Source: an optimization exercise on an open RTL-to-GDS flow (aim: small area). Production flows keep margins and buffers that such runs may drop. Function was checked by simulation only, so behaviour that the tests miss may differ from the original. Power and IR drop assume default switching activity.

## flow/design.v

```verilog
module flappy_bird
	(
		clk,
		resetn,
		key1,
		x,
		y,
		colour,
		plot,
		crash,
		HEX0,
		HEX1
	);
	input			clk;
	input			resetn;
	input			key1;
	output	[7:0]	x;
	output	[6:0]	y;
	output	[2:0]	colour;
	output			plot;
	output			crash;
	output	[6:0]	HEX0;
	output	[6:0]	HEX1;
	localparam	S_KEEP        = 4'd0,
				S_CLEAN_LOAD  = 4'd1,
				S_PRINT_LOAD  = 4'd2,
				S_FF_LOAD     = 4'd3,
				S_CRASH_CHECK = 4'd4,
				S_MOVE        = 4'd5,
				S_START_WAIT  = 4'd6,
				S_CLEAR_LOAD  = 4'd7,
				S_CLEAN       = 4'd8,
				S_PRINT       = 4'd9,
				S_FF          = 4'd10,
				S_CLEAR       = 4'd11;
	localparam	D_P0 = 2'd0, D_BIRD = 2'd1, D_PIPE = 2'd2, D_COIN = 2'd3;
	reg [3:0] st;
	reg [12:0] fc;
	reg jmp;
	reg crash_r;
	reg [7:0] score;
	reg signed [7:0] yc;
	reg [6:0] yo;
	reg signed [4:0] vel;
	reg [7:0] x1, x2, x3;
	reg [6:0] y1, y2, y3;
	reg [1:0] dph;
	reg [1:0] k;
	reg up;
	reg [2:0] cw;
	reg [1:0] j;
	reg [6:0] yd;
	reg p;
	reg [7:0] cx;
	wire load     = (st == S_CLEAN_LOAD) | (st == S_PRINT_LOAD) | (st == S_FF_LOAD);
	wire old_cur  = (st == S_PRINT_LOAD) | (st == S_FF_LOAD);
	wire drawing  = (st == S_CLEAN) | (st == S_PRINT) | (st == S_FF);
	wire clearing = (st == S_CLEAR);
	wire move_ac  = (st == S_MOVE);
	wire fm       = (fc == 13'd0);
	assign plot = st[3];
	assign crash = crash_r;
	reg [7:0] xk;
	always @(*)
		case (k)
			2'd1: xk = x1;
			2'd2: xk = x2;
			default: xk = x3;
		endcase
	wire coin_k = (xk >= 8'd82);
	wire [1:0] m = k + (((dph == D_PIPE) & ~up & ~coin_k) | (dph == D_COIN));
	reg [6:0] ym;
	always @(*)
		case (m)
			2'd1: ym = y1;
			2'd2: ym = y2;
			default: ym = y3;
		endcase
	wire [6:0] ybird = p ? yc[6:0] : yo;
	wire [2:0] xoff = (cw == 3'd6) ? 3'd0 : cw;
	wire [7:0] xbase = (dph == D_P0) ? 8'd0 : (dph == D_BIRD) ? 8'd78 : xk;
	assign x = clearing ? cx : xbase + xoff;
	assign y = yd + j;
	wire coin3 = (x3 >= 8'd82);
	assign colour[0] = 1'b0;
	assign colour[1] = ~clearing & ((dph == D_P0) ? ~p : p & dph[1]);
	assign colour[2] = ~clearing & ((dph == D_P0) ? ~p & coin3 : p & dph[0]);
	wire row_end   = (cw == 3'd5) & (up ? (yd == 7'd0) : (yd == 7'd119));
	wire blk_end   = (cw[1:0] == 2'd3) & (j == 2'd3);
	wire pipe_done = (dph == D_PIPE) & ~up & row_end & ~coin_k;
	wire coin_done = (dph == D_COIN) & blk_end;
	wire print_end = (k == 2'd3) & (pipe_done | coin_done);
	wire clear_end = (yd == 7'd120);
	always @(posedge clk) begin
		if (load) begin
			dph <= D_P0;
			k <= 2'd1;
			cw <= 3'd0;
			j <= 2'd0;
			yd <= 7'd0;
			p <= old_cur;
		end else if (clearing) begin
			if (dph == D_P0)
				dph <= D_BIRD;
			else if (cx == 8'd160) begin
				cx <= 8'd0;
				yd <= yd + 7'd1;
			end else
				cx <= cx + 8'd1;
		end else if (st == S_CLEAR_LOAD) begin
			dph <= D_P0;
			yd <= 7'd0;
			j <= 2'd0;
			cx <= 8'd0;
		end else begin
			case (dph)
				D_P0: begin
					dph <= D_BIRD;
					yd <= ybird;
				end
				D_BIRD, D_COIN: begin
					j <= j + 2'd1;
					if (j == 2'd3)
						cw <= cw + 3'd1;
					if (blk_end) begin
						dph <= D_PIPE;
						up <= 1'b1;
						cw <= 3'd0;
						yd <= ym;
						if (dph == D_COIN)
							k <= k + 2'd1;
					end
				end
				D_PIPE: begin
					if (row_end) begin
						cw <= 3'd0;
						if (up) begin
							up <= 1'b0;
							yd <= ym + 7'd40;
						end else if (coin_k) begin
							dph <= D_COIN;
							yd <= ym + 7'd19;
						end else begin
							up <= 1'b1;
							yd <= ym;
							k <= k + 2'd1;
						end
					end else if (cw == 3'd6) begin
						cw <= 3'd0;
						yd <= up ? yd - 7'd1 : yd + 7'd1;
					end else
						cw <= cw + 3'd1;
				end
			endcase
		end
	end
	always @(posedge clk) begin
		if (!resetn)
			st <= S_CLEAR_LOAD;
		else
			case (st)
				S_CLEAR_LOAD:  st <= S_CLEAR;
				S_CLEAR:       st <= clear_end ? S_FF_LOAD : S_CLEAR;
				S_FF_LOAD:     st <= S_FF;
				S_FF:          st <= print_end ? S_START_WAIT : S_FF;
				S_START_WAIT:  st <= key1 ? S_START_WAIT : S_KEEP;
				S_KEEP:        st <= fm ? S_CLEAN_LOAD : S_KEEP;
				S_CLEAN_LOAD:  st <= S_CLEAN;
				S_CLEAN:       st <= print_end ? S_PRINT_LOAD : S_CLEAN;
				S_PRINT_LOAD:  st <= S_PRINT;
				S_PRINT:       st <= print_end ? S_CRASH_CHECK : S_PRINT;
				S_CRASH_CHECK: st <= S_MOVE;
				default:       st <= S_KEEP;
			endcase
	end
	always @(posedge clk)
		if (!resetn)
			fc <= 13'd0;
		else
			fc <= fc + 13'd1;
	wire [4:0] npy = {fc[4:2] + fc[2:0], fc[1:0]};
	always @(posedge clk)
		if (!resetn)
			jmp <= 1'b0;
		else
			jmp <= ~jmp & ~key1;
	wire jump_en = jmp & ~crash_r;
	wire signed [8:0] dy = yc - vel;
	always @(posedge clk) begin
		if (!resetn) begin
			yc <= 8'sd58;
			yo <= 7'd58;
			vel <= 5'sd2;
		end else if (jump_en) begin
			vel <= 5'sd2;
			if (move_ac) begin
				yo <= yc[6:0];
				yc <= yc - 8'sd2;
			end
		end else if (move_ac) begin
			yo <= yc[6:0];
			if (dy > 9'sd116)
				yc <= 8'sd116;
			else begin
				vel <= vel - 5'sd1;
				yc <= dy[8] ? 8'sd0 : dy[7:0];
			end
		end
	end
	wire [6:0] cy = old_cur ? yc[6:0] : yo;
	function hit;
		input [7:0] px;
		input [6:0] py;
		input [6:0] by;
		begin
			hit = (px >= 8'd72) && (px <= 8'd82) &&
				(({1'b0, by} <= {1'b0, py} + 8'd1) || ({1'b0, by} >= {1'b0, py} + 8'd36));
		end
	endfunction
	always @(posedge clk)
		if (!resetn)
			crash_r <= 1'b0;
		else if (hit(x1, y1, cy) | hit(x2, y2, cy) | hit(x3, y3, cy) | (cy >= 7'd116))
			crash_r <= 1'b1;
	always @(posedge clk) begin
		if (!resetn) begin
			x1 <= 8'd135; y1 <= 7'd40;
			x2 <= 8'd20;  y2 <= 7'd60;
			x3 <= 8'd60;  y3 <= 7'd30;
			score <= 8'd0;
		end else if (old_cur) begin
			if (x1 == 8'd0) begin
				x1 <= 8'd154; y1 <= 7'd30 + npy;
			end else if (!crash_r)
				x1 <= x1 - 8'd1;
			if (x2 == 8'd0) begin
				x2 <= 8'd160; y2 <= 7'd20 + npy;
			end else if (!crash_r)
				x2 <= x2 - 8'd1;
			if (x3 == 8'd0) begin
				x3 <= 8'd160; y3 <= 7'd40 + npy;
			end else if (!crash_r)
				x3 <= x3 - 8'd1;
			if (!crash_r && (x1 == 8'd72 || x2 == 8'd72 || x3 == 8'd72))
				score <= score + 8'd1;
		end
	end
	decoder dec0(.in(score[3:0]), .hex(HEX0));
	decoder dec1(.in(score[7:4]), .hex(HEX1));
endmodule
module decoder(in, hex);
	input [3:0] in;
   	output [6:0] hex;
	assign hex[0] = ~((in[3] | in[2] | in[1] | ~in[0]) & (in[3] | ~in[2] | in[1] | in[0])
		& (~in[3] | ~in[2] | in[1] | ~in[0]) & (~in[3] | in[2] | ~in[1] | ~in[0]));
	assign hex[1] = ~((in[3] | ~in[2] | in[1] | ~in[0]) & (~in[3] | ~in[2] | in[1] | in[0]) 
		& (~in[3] | ~in[1] | ~in[0]) & (~in[2] | ~in[1] | in[0]));
	assign hex[2] = ~((~in[3] | ~in[2] | in[1] | in[0]) & (in[3] | in[2] | ~in[1] | in[0]) 
		& (~in[3] | ~in[2] | ~in[1]));
	assign hex[3] = ~((in[3] | ~in[2] | in[1] | in[0]) & (in[3] | in[2] | in[1] | ~in[0]) 
		& (~in[2] | ~in[1] | ~in[0]) & (~in[3] | in[2] | ~in[1] | in[0]));
	assign hex[4] = ~((in[3] | ~in[2] | in[1]) & (in[2] | in[1] | ~in[0]) & (in[3] | ~in[0]));
	assign hex[5] = ~((~in[3] | ~in[2] | in[1] | ~in[0]) & (in[3] | in[2] | ~in[0]) 
		& (in[3] | in[2] | ~in[1]) & (in[3] | ~in[1] | ~in[0]));
	assign hex[6] = ~((in[3] | in[2] | in[1]) & (in[3] | ~in[2] | ~in[1] | ~in[0]) 
		& (~in[3] | ~in[2] | in[1] | in[0]));
endmodule
```

## flow/run.sh

```bash
#!/bin/bash
# synth_recipe.tcl (not shown) runs the flow's synth.tcl, then flattens the netlist and writes it again
# the make line also repeats each setting of config.mk as NAME=value (left out here)
make -C /OpenROAD-flow-scripts/flow DESIGN_CONFIG=/design/flow/config.mk WORK_HOME=/design/flow/orfs CLKGATE_MAP_FILE= SYNTH_SCRIPT=/design/flow/synth_recipe.tcl finish
```

## flow/config.mk

```make
export PLATFORM = sky130hd
export DESIGN_NAME = flappy_bird
export DESIGN_NICKNAME = flappy_bird
export VERILOG_FILES = /design/flow/design.v
export SDC_FILE = /design/flow/constraint.sdc
export NUM_CORES = 4
export LEC_CHECK = 0
export CAP_MARGIN = 20
export CORE_MARGIN = 2
export CORE_UTILIZATION = 40
export SLEW_MARGIN = 20
```

## flow/constraint.sdc

```tcl
create_clock -name core_clock -period 10.0 [get_ports {clk}]
set_input_delay 2.0000 -clock core_clock [delete_from_list [all_inputs] [get_ports {clk}]]
set_output_delay 2.0000 -clock core_clock [all_outputs]
set_load 0.01 [all_outputs]
```

==> flow_metrics.tcl <==
set metrics [dict create \
    status "complete, no violations" \
    drive_above_1_share_pct 4.739 \
    power_mw 1.704 \
    cts-root-buf "clkbuf_16" \
    clk_pin_slew_worst_paths_ns 0.06 \
    initialDrtViolationCount 607 \
    synth_nets 1364 \
    hpwl_mm 18.52 \
    synth-simple-area-share_pct 24.55 \
    cts-buffers-inserted 17 \
    synth_top_cell_by_area "dfxtp_1" \
    die_x_um 158.5 \
    drt_pre_antenna_iters 7 \
    filler_cell_count 2351 \
    layout.nets 1358 \
    r2r_cells 19 \
    synth_adder_area_share_pct 13.66 \
    cp_max_fo 17 \
    postLayoutCoreUtil_pct 45.26 \
    r2r_slack_ns 4.74 \
    ys_ff_latch 116 \
    setup-violations-final 0 \
    r2r_start "k[0]$_SDFFE_PP1P_" \
    criticalPathCategory "flop to primary output" \
    dpl-instance-area_um2 10030 \
    critPathCapture "x[7]" \
    rsz0062_at_grt "no" \
    pin_count 37 \
    postCtsHoldBufs 0 \
    r2r-end "yd[6]$_SDFFE_PP0P_" \
    grt_max_degree 51 \
    slew_violations 0 \
    finalHoldViolCount 0 \
    cts_max_level 4 \
    first_global_vias 7893 \
    fp.coreArea_um2 23470 \
    timing.fmax_ghz 0.1687 \
    slew_headroom_pct 21.25 \
    syn_area_um2 9544 \
    yosysMostFrequentCell "nand2_1" \
    pre_cts_ws_ns 4.437 \
    skew_ns 0.006754 \
    maxCapViolCount 0 \
    timing.final.ws_setup_ns 4.071 \
    postCtsSetupBuffers 0 \
    stdcell_area_um2 10620 \
    synth_edf_count 10 \
    initial_utilization_pct 40.66 \
    area_growth_pct 11.31 \
    ys_async_sr_fraction_pct 0 \
    post_cts_resize_count 0 \
    routed_wl_mm 24.89 \
    routabilityCongestion 0.8677 \
    hp-start "jmp$_SDFF_PN0_" \
    route.detailed.drc 0 \
    startpoint "k[0]$_SDFFE_PP1P_" \
    grt_usage_pct 20.14 \
    crit_required_ns 8.00 \
    routed_via_density 5.515 \
    tightest_slew_ns 1.151 \
    yosysSeqAreaShare_pct 25.38 \
    grt_pass1_wl_mm 40.22 \
    overflow 0 \
    cts.path.max_buffers 2 \
    wl_per_cell_um 15.70 \
    io_buffer_count 35 \
    seq_area_um2 2422 \
    min_path_type "flop to flop" \
    worst_ep_arrival_time_ns 3.93 \
    cp-end-kind "primary output" \
    muxShareOfSynthArea_pct 1.717 \
    fin_crit_ns 5.929 \
    synth.top_cells.by_area "dfxtp_1 (22%), ha_1 (13%), nand2_1 (6.0%)" \
    synth_top_flop_cell "dfxtp_1" \
    ant_nets 0 \
    synth_cell_types 79 \
    synth_xor_area_share_pct 7.525 \
    insertion_delay_ns 0.42 \
    synth_top_area_share_pct 22.23 \
    antenna_found_initial 1 \
    rows 56 \
    synth_common_cells "nand2_1 (153), nor2_1 (109), dfxtp_1 (106)" \
    syn_avg_cell_area_um2 7.575 \
    diodes 0 \
    multi_input_comb_area_um2 6533 \
    layout_worst_path_cycle_share_pct 59.29 \
    p_per_area_nw_per_um2 160.4 \
    num_vias 8741 \
    tritoncts "done" \
    vdd_drop_max_mv 0.1035 \
    die_y_um 158.5 \
    clock-sinks 116 \
    power_leakage_nw 4.036 \
    tns_ns 0 \
    synth_top_family_by_area "simple AND/OR/NAND/NOR gates" \
    syn_inst 1260 \
    yosysWarnings 1 \
    synth_compound_area_share_pct 20.95 \
    die_area_um2 25110 \
    cp-start-kind "flop" \
]
[layout by cell type (no fill, tap or decap), drive strengths merged, types with 15 or more instances in the layout]
| cell type | count |
|---|---|
| inv | 77 |
| nor2b | 23 |
| clkdlybuf4s50 | 35 |
| nand3 | 63 |
| nand2 | 155 |
| xor2 | 32 |
| dfxtp | 106 |
| nor2 | 109 |
| ha | 97 |
| o21ai | 94 |
| clkbuf | 21 |
| a21oi | 86 |
| nor3 | 33 |
| xnor2 | 50 |
| nand2b | 15 |
| or3 | 15 |
| nand4 | 16 |
[where the power goes]
part           switching, mW  internal, mW  leakage [nW]  total, mW
combinational          0.279         0.213          2.79      0.492
clock                  0.233         0.389         0.286      0.621
sequential            0.0801         0.511         0.957      0.591
[cells by family after synthesis]
family	Yosys count
DFF	116
xor gates and xnor gates	82
and+or+nand+nor	484
buffers and inverters	141
muxes	16
adders and majority gates	102
other	1
AOI/OAI and AO/OA	318
[how the worst min path moves through the flow]
stage / end / slack [ns] / cells after the start
after global routing: jmp$_SDFF_PN0_ / 0.48 / 1
after floorplan: jmp$_SDFF_PN0_ / 0.41 / 1
after CTS: jmp$_SDFF_PN0_ / 0.45 / 1
final: jmp$_SDFF_PN0_ / 0.45 / 1
after global placement: jmp$_SDFF_PN0_ / 0.44 / 1
after detailed placement: jmp$_SDFF_PN0_ / 0.44 / 1
[state kept, by name (all words and copies together), names as in the netlist, 5 cells and up]
signal  flops
cx          8
fc         13
score       8
vel         5
x1          8
x2          8
x3          8
y1          6
y2          6
y3          7
yc          8
yd          7
yo          7
[cell type report]
cell class	instances	share of cell area (%)
Tap cell	319	3.757
Clock buffer	21	4.440
Sequential cell	116	22.80
Clock inverter	10	1.142
Timing Repair Buffer	41	3.722
Multi-Input combinational cell	1003	61.49
Inverter	75	2.650
[worst max-delay path, stage by stage, from the launching register on]
cell and delay (ns):
dfxtp_1 0.38, inv_1 0.08, ha_1 0.56, a221oi_1 0.15, o31ai_1 0.44, ha_1 0.32
a21o_1 0.17, a21oi_1 0.22, nor3_1 0.10, nand3_1 0.11, xnor2_1 0.07, o31ai_1 0.30
clkdlybuf4s50_1 0.60
[metal layers]
| layer | GRT usage [%] | share of wire [%] | vias to the layer above |
|---|---|---|---|
| met3 | 3.348 | 4.2 | 34 |
| met2 | 31.06 | 44 | 195 |
| met1 | 28.49 | 50 | 4022 |
| met5 | 0 | 0 | - |
| met4 | 6.735 | 2.2 | 0 |
| li1 | - | - | 4490 |
[metrics by stage]
stage          std cells  hold slack (ns)
6_report            1585           0.4483
5_1_grt             1585           0.4791
3_5_place_dp        1554           0.4420
4_1_cts             1585           0.4514
2_1_floorplan       1260           0.4115
3_3_place_gp        1554           0.4355

==> what the ideal ports hide <==
The flow's constraints put no driver on any port. The routed layout listed below was extracted and timed again, unchanged, in two steps.
Step 1 sets driving cells, clkbuf_16 on the clock port and buf_2 on the other inputs (assumed; they add their load-dependent delay and slew).
Step 2 times the ports against the registers' clock, not the clock port: input delays grow and output delays shrink by t, the midpoint of the rising clock arrivals with the driver on.
Three values: no drivers, after step 1, after step 2; two values: the first two.
t (ns): 0.462
slack for setup (ns): 4.071 / 4.027 / 4.489
latest minus earliest clock arrival (ns): 0.006 / 0.007
After both steps this run still meets setup and hold. For this run, drivers alone change the setup slack by -0.044 ns; drivers and shift together by +0.418 ns.
